From an optimization exercise on the open Yosys and OpenROAD flow, aimed at small area, a short achievable clock period and few clock cycles per item; shortcuts taken in it are not production practice. At most, simulation tests tie the RTL to the original design; equivalence was not proved.

## filter
module filter
 #(parameter DWIDTH = 16,
   parameter DDWIDTH = 2*DWIDTH,
	parameter L = 160,
	parameter L_LOG = 8,
	parameter M = 147,
	parameter M_LOG = 8,
	parameter CWIDTH = 4*L,
	parameter J = 4,
	parameter J_LOG = 2)
  (input clk,
   input rst,
	output req_in,
	input ack_in,
	input signed [0:DWIDTH-1] data_in,
	output req_out,
	input ack_out,
	output signed [0:DWIDTH-1] data_out);
  reg req_in_r, req_out_r;
  reg [15:0] dout;
  assign req_in = req_in_r;
  assign req_out = req_out_r;
  assign data_out = dout;
  wire [15:0] din = data_in;
  reg [15:0] xb, x0, x1, x2, x3;    
  reg xbv;                          
  reg v0, v1, v2, v3;               
  reg [7:0] p;                      
  reg [3:0] o0, o1, o2, o3;         
  reg opb;                          
  reg a1;                           
  reg b1, b2;                       
  reg fb_en;                        
  reg [1:0] nfl;                    
  reg full;                         
  reg spv;                          
  reg pend;                         
  reg [15:0] sp;
  reg [30:0] acc;
  reg [6:0] ac;
  wire [26:0] rom;
  wire rm0 = o0[1] | o0[2];
  wire rm1 = o0[2] | o0[3];
  wire rm2 = o0[1] | o0[2] | o0[3];
  wire rm3 = (o1[0] & rm0) | (o1[1] & rm1) | (o1[2] & rm2) | (o1[3] & rm2);
  wire rm4 = (o1[1] & rm1);
  wire rm5 = o0[3];
  wire rm6 = o0[0] | o0[1] | o0[2];
  wire rm7 = o0[0] | o0[3];
  wire rm8 = o0[0] | o0[1];
  wire rm9 = (o1[0] & rm5) | (o1[1] & rm6) | (o1[2] & rm7) | (o1[3] & rm8);
  wire rm10 = o0[2];
  wire rm11 = (o1[0] & rm8) | (o1[1] & rm10) | (o1[2] & rm2) | (o1[3] & rm6);
  ...
export LEC_CHECK = 0
export CAP_MARGIN = 20
export CORE_MARGIN = 2
export CORE_UTILIZATION = 40
export CTS_CLUSTER_DIAMETER = 100
export CTS_CLUSTER_SIZE = 25
export PLACE_DENSITY = 0.7
export SLEW_MARGIN = 20
export SYNTH_MEMORY_MAX_BITS = 16384
create_clock -name core_clock -period 10.0 [get_ports {clk}]
standard.sh (not shown) runs the stock make flow with config.mk's settings and CLKGATE_MAP_FILE= SYNTH_SCRIPT=/design/flow/synth_recipe.tcl, a recipe that flattens the netlist after the stock synthesis.
==> flow/flow/run.sh <==
#!/bin/bash
# The standard layout (standard.sh), with these changes:
#  - synthesis skips the quick ABC pass inside Yosys's synth, so the adder
#    trees reach the full-adder extraction as written (same registers);
#  - timing repair aims below the clock period (larger setup margin).
set -euo pipefail
bash standard.sh SYNTH_ARGS=-noabc SETUP_SLACK_MARGIN=6.95 finish > standard_make.log 2>&1
The baseline produced a clean layout.
Testbench counts at the start, summed over its fixed seeds: cycles 10,280, items 5,120.
Edit:
--- a/flow/config.mk
+++ b/flow/config.mk
@@ -13 +12,0 @@
-export PLACE_DENSITY = 0.7
Maximum frequency is higher slightly.
First-iteration DRC count is lower by a little under a tenth.
Hold slack is better by 5.7 ps.
Global-route usage is lower by 0.72 points.
Flip-flop and latch count is unchanged.
Edit:
--- a/flow/config.mk
+++ b/flow/config.mk
@@ -11,2 +11,2 @@
-export CTS_CLUSTER_DIAMETER = 100
-export CTS_CLUSTER_SIZE = 25
+export CTS_CLUSTER_DIAMETER = 80
+export CTS_CLUSTER_SIZE = 20
What happened:
- final cell count rose by 0.39%
- synthesized area does not change
- sequential share of layout area fell by 0.27 points
- design area rose by 0.81%
- core utilization rose by 0.35 points
- clock skew rose by 10 ps
- setup slack loses 35 ps
- die area is unchanged
- worst hold slack loses 7.4 ps
Edit:
--- a/flow/flow/run.sh
+++ b/flow/flow/run.sh
@@ -7 +7 @@
-bash standard.sh SYNTH_ARGS=-noabc SETUP_SLACK_MARGIN=6.95 finish > standard_make.log 2>&1
+bash standard.sh SYNTH_ARGS=-noabc SETUP_SLACK_MARGIN=7.0 finish > standard_make.log 2>&1
--- a/flow/config.mk
+++ b/flow/config.mk
@@ -11,2 +11,2 @@
-export CTS_CLUSTER_DIAMETER = 80
-export CTS_CLUSTER_SIZE = 20
+export CTS_CLUSTER_DIAMETER = 100
+export CTS_CLUSTER_SIZE = 25
Result: The new run completed with no timing, DRC or antenna violations; routed wire length rises by 1.7%; sequential cell count does not change; design area went up by 0.98%; area after synthesis stays the same; via count came out higher by 0.88%.

---

Another version of the RTL of filter (not shown whole).
Size in the first run: ~2900 cells after synthesis, ~370 flip-flops, roughly 38 I/O pins, about 27000 um^2 of cells after synthesis.
==> flow/config.mk <==
export PLATFORM = sky130hd
export DESIGN_NAME = filter
export DESIGN_NICKNAME = filter
export VERILOG_FILES = /design/flow/design.v
export SDC_FILE = /design/flow/constraint.sdc
export NUM_CORES = 4
export LEC_CHECK = 0
export CAP_MARGIN = 20
export CORE_MARGIN = 2
export CORE_UTILIZATION = 40
export SLEW_MARGIN = 20
export SYNTH_MEMORY_MAX_BITS = 16384
==> flow/constraint.sdc <==
create_clock -name core_clock -period 10.0 [get_ports {clk}]
set_input_delay 2.0000 -clock core_clock [delete_from_list [all_inputs] [get_ports {clk}]]
set_output_delay 2.0000 -clock core_clock [all_outputs]
set_load 0.01 [all_outputs]
==> flow/flow/run.sh <==
#!/bin/bash
# Standard layout, with timing repair aiming below the clock period.
set -euo pipefail
bash standard.sh SETUP_SLACK_MARGIN=7.0 finish > standard_make.log 2>&1
Rerun with:
==> flow/flow/run.sh (replaced) <==
#!/bin/bash
# Standard layout, with timing repair aiming below the clock period.
set -euo pipefail
bash standard.sh SETUP_SLACK_MARGIN=6.5 finish > standard_make.log 2>&1
The changed run went through all stages and came out clean; routed wire length is higher by 0.40%; count of clock-buffer cells in the layout is lower by 6; non-clock buffer count is lower by 44; final cell count is lower by 1.2%; synthesized cell count is unchanged; core utilization is lower by 1.7 points; die area does not change; critical path depth does not change.
Function was not checked in any run of this note: the RTL went through the layout flow alone.

---

== v36 ==
filter, a different RTL version from the one above (not shown whole).
Size: about 370 flip-flops, ~38 I/O pins, ~0.026 sq mm of cells after synthesis.
==> flow/config.mk <==
export PLATFORM = sky130hd
export DESIGN_NAME = filter
export DESIGN_NICKNAME = filter
export VERILOG_FILES = /design/flow/design.v
export SDC_FILE = /design/flow/constraint.sdc
export NUM_CORES = 4
export LEC_CHECK = 0
export CAP_MARGIN = 20
export CORE_MARGIN = 2
export CORE_UTILIZATION = 40
export CTS_CLUSTER_DIAMETER = 100
export CTS_CLUSTER_SIZE = 25
export SLEW_MARGIN = 20
export SYNTH_MEMORY_MAX_BITS = 16384
==> flow/constraint.sdc <==
create_clock -name core_clock -period 10.0 [get_ports {clk}]
set_input_delay 2.0000 -clock core_clock [delete_from_list [all_inputs] [get_ports {clk}]]
set_output_delay 2.0000 -clock core_clock [all_outputs]
set_load 0.01 [all_outputs]
==> flow/flow/run.sh <==
#!/bin/bash
# The standard layout (standard.sh), with these changes:
#  - synthesis skips the quick ABC pass inside Yosys's synth, so the adder
#    trees reach the full-adder extraction as written (same registers);
#  - timing repair aims below the clock period (larger setup margin).
set -euo pipefail
bash standard.sh SYNTH_ARGS=-noabc SETUP_SLACK_MARGIN=6.9 MATCH_CELL_FOOTPRINT=0 finish > standard_make.log 2>&1
v36 | status: complete | timing, DRC, antenna: pass
Testbench counts of v36, summed over its fixed seeds: cycles 10,280, items 5,120.
> inputs changed (v36 -> v58)
Settings: an added ABC_AREA of 1.
-- flow/flow/run.sh --
<<< v36, line 7
bash standard.sh SYNTH_ARGS=-noabc SETUP_SLACK_MARGIN=6.9 MATCH_CELL_FOOTPRINT=0 finish > standard_make.log 2>&1
>>> v58, line 7
bash standard.sh SYNTH_ARGS=-noabc SETUP_SLACK_MARGIN=6.9 finish > standard_make.log 2>&1
==> comparison <==
v58: all stages complete, timing, DRC and antenna checks passed
From v36 to v58 the numbers moved as follows: instance count of the mapped netlist went up; least setup slack across all paths after layout went down; number of gates resized after cts went up; die area went down; final instance area went up.
Comparing v58 and v36, utilization after layout is higher on v58.
Relative to v36, transition at the pin with the smallest max-transition slack increased by 0.028 ns in v58.
Min total cell area at the placement stage across v58 and v36: v58
v58 has worst hold slack above what v36 had.
Relative to v36, post-CTS setup repair buffer count increased by 21 in v58.
Re post-route minimum period: v58 is 0.055 ns up on v36.
Changes in v41 relative to v58:
Settings: clearing ABC_AREA, which used to be 1.
-- flow/flow/run.sh --
<<< v58, line 7
bash standard.sh SYNTH_ARGS=-noabc SETUP_SLACK_MARGIN=6.9 finish > standard_make.log 2>&1
>>> v41, line 7
bash standard.sh SYNTH_ARGS=-noabc SETUP_SLACK_MARGIN=6.95 finish > standard_make.log 2>&1
- Looking at critical path depth, v41 sits 1 lower than v58 does.
- Taking v41 over v58, the gate count of the mapped netlist ratio works out to 0.902.
- Compared with v58, v41 shows a global-route usage that is 3.7 points lower.
- Diff v58 -> v41: design area went down; clock period minus worst slack went down; worst hold slack did not really move; number of H-tree levels did not really move.
[inputs] v37 vs v41
-- flow/flow/run.sh --
<<< v41, line 7
bash standard.sh SYNTH_ARGS=-noabc SETUP_SLACK_MARGIN=6.95 finish > standard_make.log 2>&1
>>> v37, line 7
bash standard.sh SYNTH_ARGS=-noabc SETUP_SLACK_MARGIN=7.0 finish > standard_make.log 2>&1
==> summary.txt <==
The number of sequential storage elements on v41 is in line with that on v37. Across v41 and v37, the outcome is the same: a clean finish for every run. Summary of v37 over v41: starting DRC count in detailed routing decreased 199; cell count increased about 1%; clock buffer count from CTS increased 1.
For v54, these inputs were changed with respect to v37:
-- flow/flow/run.sh --
<<< v37, line 7
bash standard.sh SYNTH_ARGS=-noabc SETUP_SLACK_MARGIN=7.0 finish > standard_make.log 2>&1
>>> v54, line 7
bash standard.sh SYNTH_ARGS=-noabc SETUP_SLACK_MARGIN=6.8 finish > standard_make.log 2>&1
### Flow results
In v54, the final critical-path share of the clock period came out 1.0 points above the value in v37. Clock-pin transition on the worst setup and hold timing paths: v54 vs v37, no meaningful difference. Of v54 and v37, the higher via count of the first global-routing pass belongs to v37. [compare] base=v37 new=v54: final non-filler cell total went down; routed length on met1 lost 2.1%; final wirelength lost 1.9%. v54 reports its category of the most critical setup path as flop to flop while v37 reports flop to output pin. [diff] cell area after layout, v54 relative to v37: improvement.
#### Input delta (v47 over v54)
-- flow/flow/run.sh --
<<< v54, line 7
bash standard.sh SYNTH_ARGS=-noabc SETUP_SLACK_MARGIN=6.8 finish > standard_make.log 2>&1
>>> v47, line 7
bash standard.sh SYNTH_ARGS=-noabc SETUP_SLACK_MARGIN=6.9 finish > standard_make.log 2>&1
Results
- Compared with v54, v47 shows a quantity of gates resized following cts that is 29 higher.
- As far as number of hold buffers added after CTS goes, v47 and v54 are indistinguishable; the numbers are identical.
- From v54 to v47, number of instances in the synthesized netlist did not move at all.
- Detailed-route via count of v54 is on par with v47.
- ~same post-detailed-route via-to-cell ratio in v54 and v47
- v47: worst setup slack higher than v54
- Comparing v54 with v47, the overall routing resource usage came out essentially unchanged.

---

JK:
filter, a different RTL version from the one above (not shown whole).
For scale: about 2,700 cells after synthesis, roughly 38 I/O pins, ~26,000 µm² of cells after synthesis.
Design filter, start of the top module:
module filter
 #(parameter DWIDTH = 16,
   parameter DDWIDTH = 2*DWIDTH,
	parameter L = 160,
	parameter L_LOG = 8,
	parameter M = 147,
	parameter M_LOG = 8,
	parameter CWIDTH = 4*L,
	parameter J = 4,
	parameter J_LOG = 2)
  (input clk,
   input rst,
	output req_in,
	input ack_in,
	input signed [0:DWIDTH-1] data_in,
	output req_out,
	input ack_out,
	output signed [0:DWIDTH-1] data_out);
Settings: LEC_CHECK=0, ABC_CLOCK_PERIOD_IN_PS=3000, CAP_MARGIN=20, CORE_MARGIN=2, CORE_UTILIZATION=40, SETUP_SLACK_MARGIN=5, SLEW_MARGIN=20, SYNTH_MEMORY_MAX_BITS=16384; clock period 10.0 ns.
run.sh (not shown) runs the stock make flow with config.mk's settings and CLKGATE_MAP_FILE= SYNTH_SCRIPT=/design/flow/synth_recipe.tcl, a recipe that flattens the netlist after the stock synthesis.
Stock flow here: none of the scripts above is used.
Changes in MS relative to JK:
Settings: clearing SETUP_SLACK_MARGIN, which used to be 5; clearing ABC_CLOCK_PERIOD_IN_PS, which used to be 3000.
==> flow/flow/run.sh (new file) <==
#!/bin/bash
# Standard layout, with timing repair aiming below the clock period.
set -euo pipefail
bash standard.sh SETUP_SLACK_MARGIN=6.5 finish > standard_make.log 2>&1
==> flow/standard.sh (new file) <==
#!/bin/bash
# synth_recipe.tcl (not shown) runs the flow's synth.tcl, then flattens the netlist and writes it again
# the make line also repeats each setting of config.mk as NAME=value (left out here)
make -C /OpenROAD-flow-scripts/flow DESIGN_CONFIG=/design/flow/config.mk WORK_HOME=/design/flow/orfs CLKGATE_MAP_FILE= SYNTH_SCRIPT=/design/flow/synth_recipe.tcl "${@:-finish}"
removed: flow/run.sh
Findings:
MS ended up with a lower depth of the worst register-to-register path than JK did. Global placement routability congestion: JK vs MS, no meaningful difference. The register cell area after layout in MS was higher than what JK gave. In MS the net count of the finished layout turned out about 1.5% higher than in JK. Going from JK to MS, pin count of the biggest net entering global routing now smaller; setup slack of the critical path after layout now larger. Relative to JK, hold slack decreased by 0.0044 ns in MS. Lower critical path depth was reported by MS, not JK. Final wirelength on MS is up relative to JK.
The following lists how AL was set up differently from MS:
Settings: putting SETUP_SLACK_MARGIN at 5 where nothing was set.
==> flow/run.sh (new file) <==
#!/bin/bash
# synth_recipe.tcl (not shown) runs the flow's synth.tcl, then flattens the netlist and writes it again
# the make line also repeats each setting of config.mk as NAME=value (left out here)
make -C /OpenROAD-flow-scripts/flow DESIGN_CONFIG=/design/flow/config.mk WORK_HOME=/design/flow/orfs CLKGATE_MAP_FILE= SYNTH_SCRIPT=/design/flow/synth_recipe.tcl finish
removed: flow/flow/run.sh
removed: flow/standard.sh
### Flow results
The final layout from AL, which completed every stage, passed the timing, DRC and antenna checks at the end of the flow.
When AL is set beside MS, its register area turns out to be 200 µm² smaller.
Going from MS to AL, synthesis-to-layout area growth shrank by 6.6 points; area of combinational cells with multiple inputs decreased 770 µm².
Re register-to-register setup slack: AL and MS aren't equal, and the higher value belongs to MS.
[compare] base=MS new=AL: cell area has decreased, core utilization has decreased.
Higher number of gates on the worst path with buffers counted among AL and MS: AL
Of the two values seen for launching element of the worst setup path, ng0[3] was produced by AL and on1[7] by MS.
Per the comparison of AL with MS, ratio of final minimum period to clock period rose by 6.8 points; portion of the layout cell area used by clock cells rose by 0.16 points.
No run of this note included a check of the RTL's function; only the layout flow was run.

---

Another version of the RTL of filter (not shown whole).
Size in the first run: roughly 380 flip-flops, roughly 38 I/O pins, ~0.028 sq mm of cells after synthesis.
==> flow/config.mk <==
export PLATFORM = sky130hd
export DESIGN_NAME = filter
export DESIGN_NICKNAME = filter
export VERILOG_FILES = /design/flow/design.v
export SDC_FILE = /design/flow/constraint.sdc
export NUM_CORES = 4
export LEC_CHECK = 0
export CAP_MARGIN = 20
export CORE_MARGIN = 2
export CORE_UTILIZATION = 40
export SLEW_MARGIN = 20
export SYNTH_MEMORY_MAX_BITS = 16384
==> flow/constraint.sdc <==
create_clock -name core_clock -period 10.0 [get_ports {clk}]
set_input_delay 2.0000 -clock core_clock [delete_from_list [all_inputs] [get_ports {clk}]]
set_output_delay 2.0000 -clock core_clock [all_outputs]
set_load 0.01 [all_outputs]
standard.sh (not shown) runs the stock make flow with config.mk's settings and CLKGATE_MAP_FILE= SYNTH_SCRIPT=/design/flow/synth_recipe.tcl, a recipe that flattens the netlist after the stock synthesis.
==> flow/flow/run.sh <==
#!/bin/bash
# Standard layout, with timing repair aiming below the clock period.
set -euo pipefail
bash standard.sh SETUP_SLACK_MARGIN=7.0 finish > standard_make.log 2>&1
Next try:
- CORE_UTILIZATION: 40 -> 60
Effect: Design area climbs by 0.62%. Synthesized area is unchanged. Die area goes down by 33%. Non-clock buffer count rises by 32. Wire length is lower by 2.9%. Maximum frequency shrinks by 3.1%. Global-route usage came out higher by 11 points. Critical path depth stays the same.
No run of this note included a check of the RTL's function; only the layout flow was run.

[re-timing with driven ports]
Ports are ideal in the flow. The routed layouts listed here were re-timed in OpenROAD. Step 1 assumes that a clkbuf_16 drives the clock port and a buf_2 every other input. Step 2 moves the port delays by t, midway between the first and last clock arrival at a register: inputs arrive t later, outputs are due t later. That takes back most of the time a late clock gives input paths. Slacks: no drivers / after step 1 / after step 2; pairs: no drivers / after step 1.
run	shift t [ns]	slack for setup (ns)	hold slack, ns	pins driven straight from the clock port
the first run of note 1	0.600	6.914 / 6.882 / 6.450	0.429 / 0.429 / 0.429	1
the second run of note 1	0.596	6.947 / 6.890 / 6.487	0.435 / 0.435 / 0.435	1
the third run of note 1	0.617	6.913 / 6.913 / 6.439	0.427 / 0.427 / 0.427	1
the fourth run of note 1	0.605	6.962 / 6.903 / 6.478	0.432 / 0.432 / 0.432	1
the first run of note 2	0.617	6.086 / 6.086 / 6.086	0.426 / 0.426 / 0.426	1
the second run of note 2	0.630	6.051 / 6.051 / 6.051	0.433 / 0.433 / 0.433	1
v36	0.621	6.881 / 6.836 / 6.407	0.426 / 0.426 / 0.426	1
v58	0.610	6.826 / 6.768 / 6.397	0.438 / 0.438 / 0.438	1
v41	0.619	6.910 / 6.848 / 6.440	0.437 / 0.437 / 0.437	1
v37	0.641	6.889 / 6.824 / 6.480	0.440 / 0.440 / 0.440	1
v54	0.639	6.789 / 6.789 / 6.401	0.435 / 0.435 / 0.435	1
v47	0.615	6.925 / 6.863 / 6.421	0.435 / 0.435 / 0.435	1
JK	0.641	5.210 / 5.210 / 5.210	0.428 / 0.428 / 0.428	1
MS	0.643	5.894 / 5.894 / 5.894	0.424 / 0.424 / 0.424	1
AL	0.641	5.210 / 5.210 / 5.210	0.428 / 0.428 / 0.428	1
the first run of note 5	0.629	6.622 / 6.622 / 6.622	0.433 / 0.433 / 0.433	1
the second run of note 5	0.633	6.514 / 6.514 / 6.514	0.421 / 0.421 / 0.421	1
After both steps setup and hold are still met in every run listed. The setup slack of v47, which loses most, moves by -0.062 ns with the drivers and by -0.504 ns with both steps.
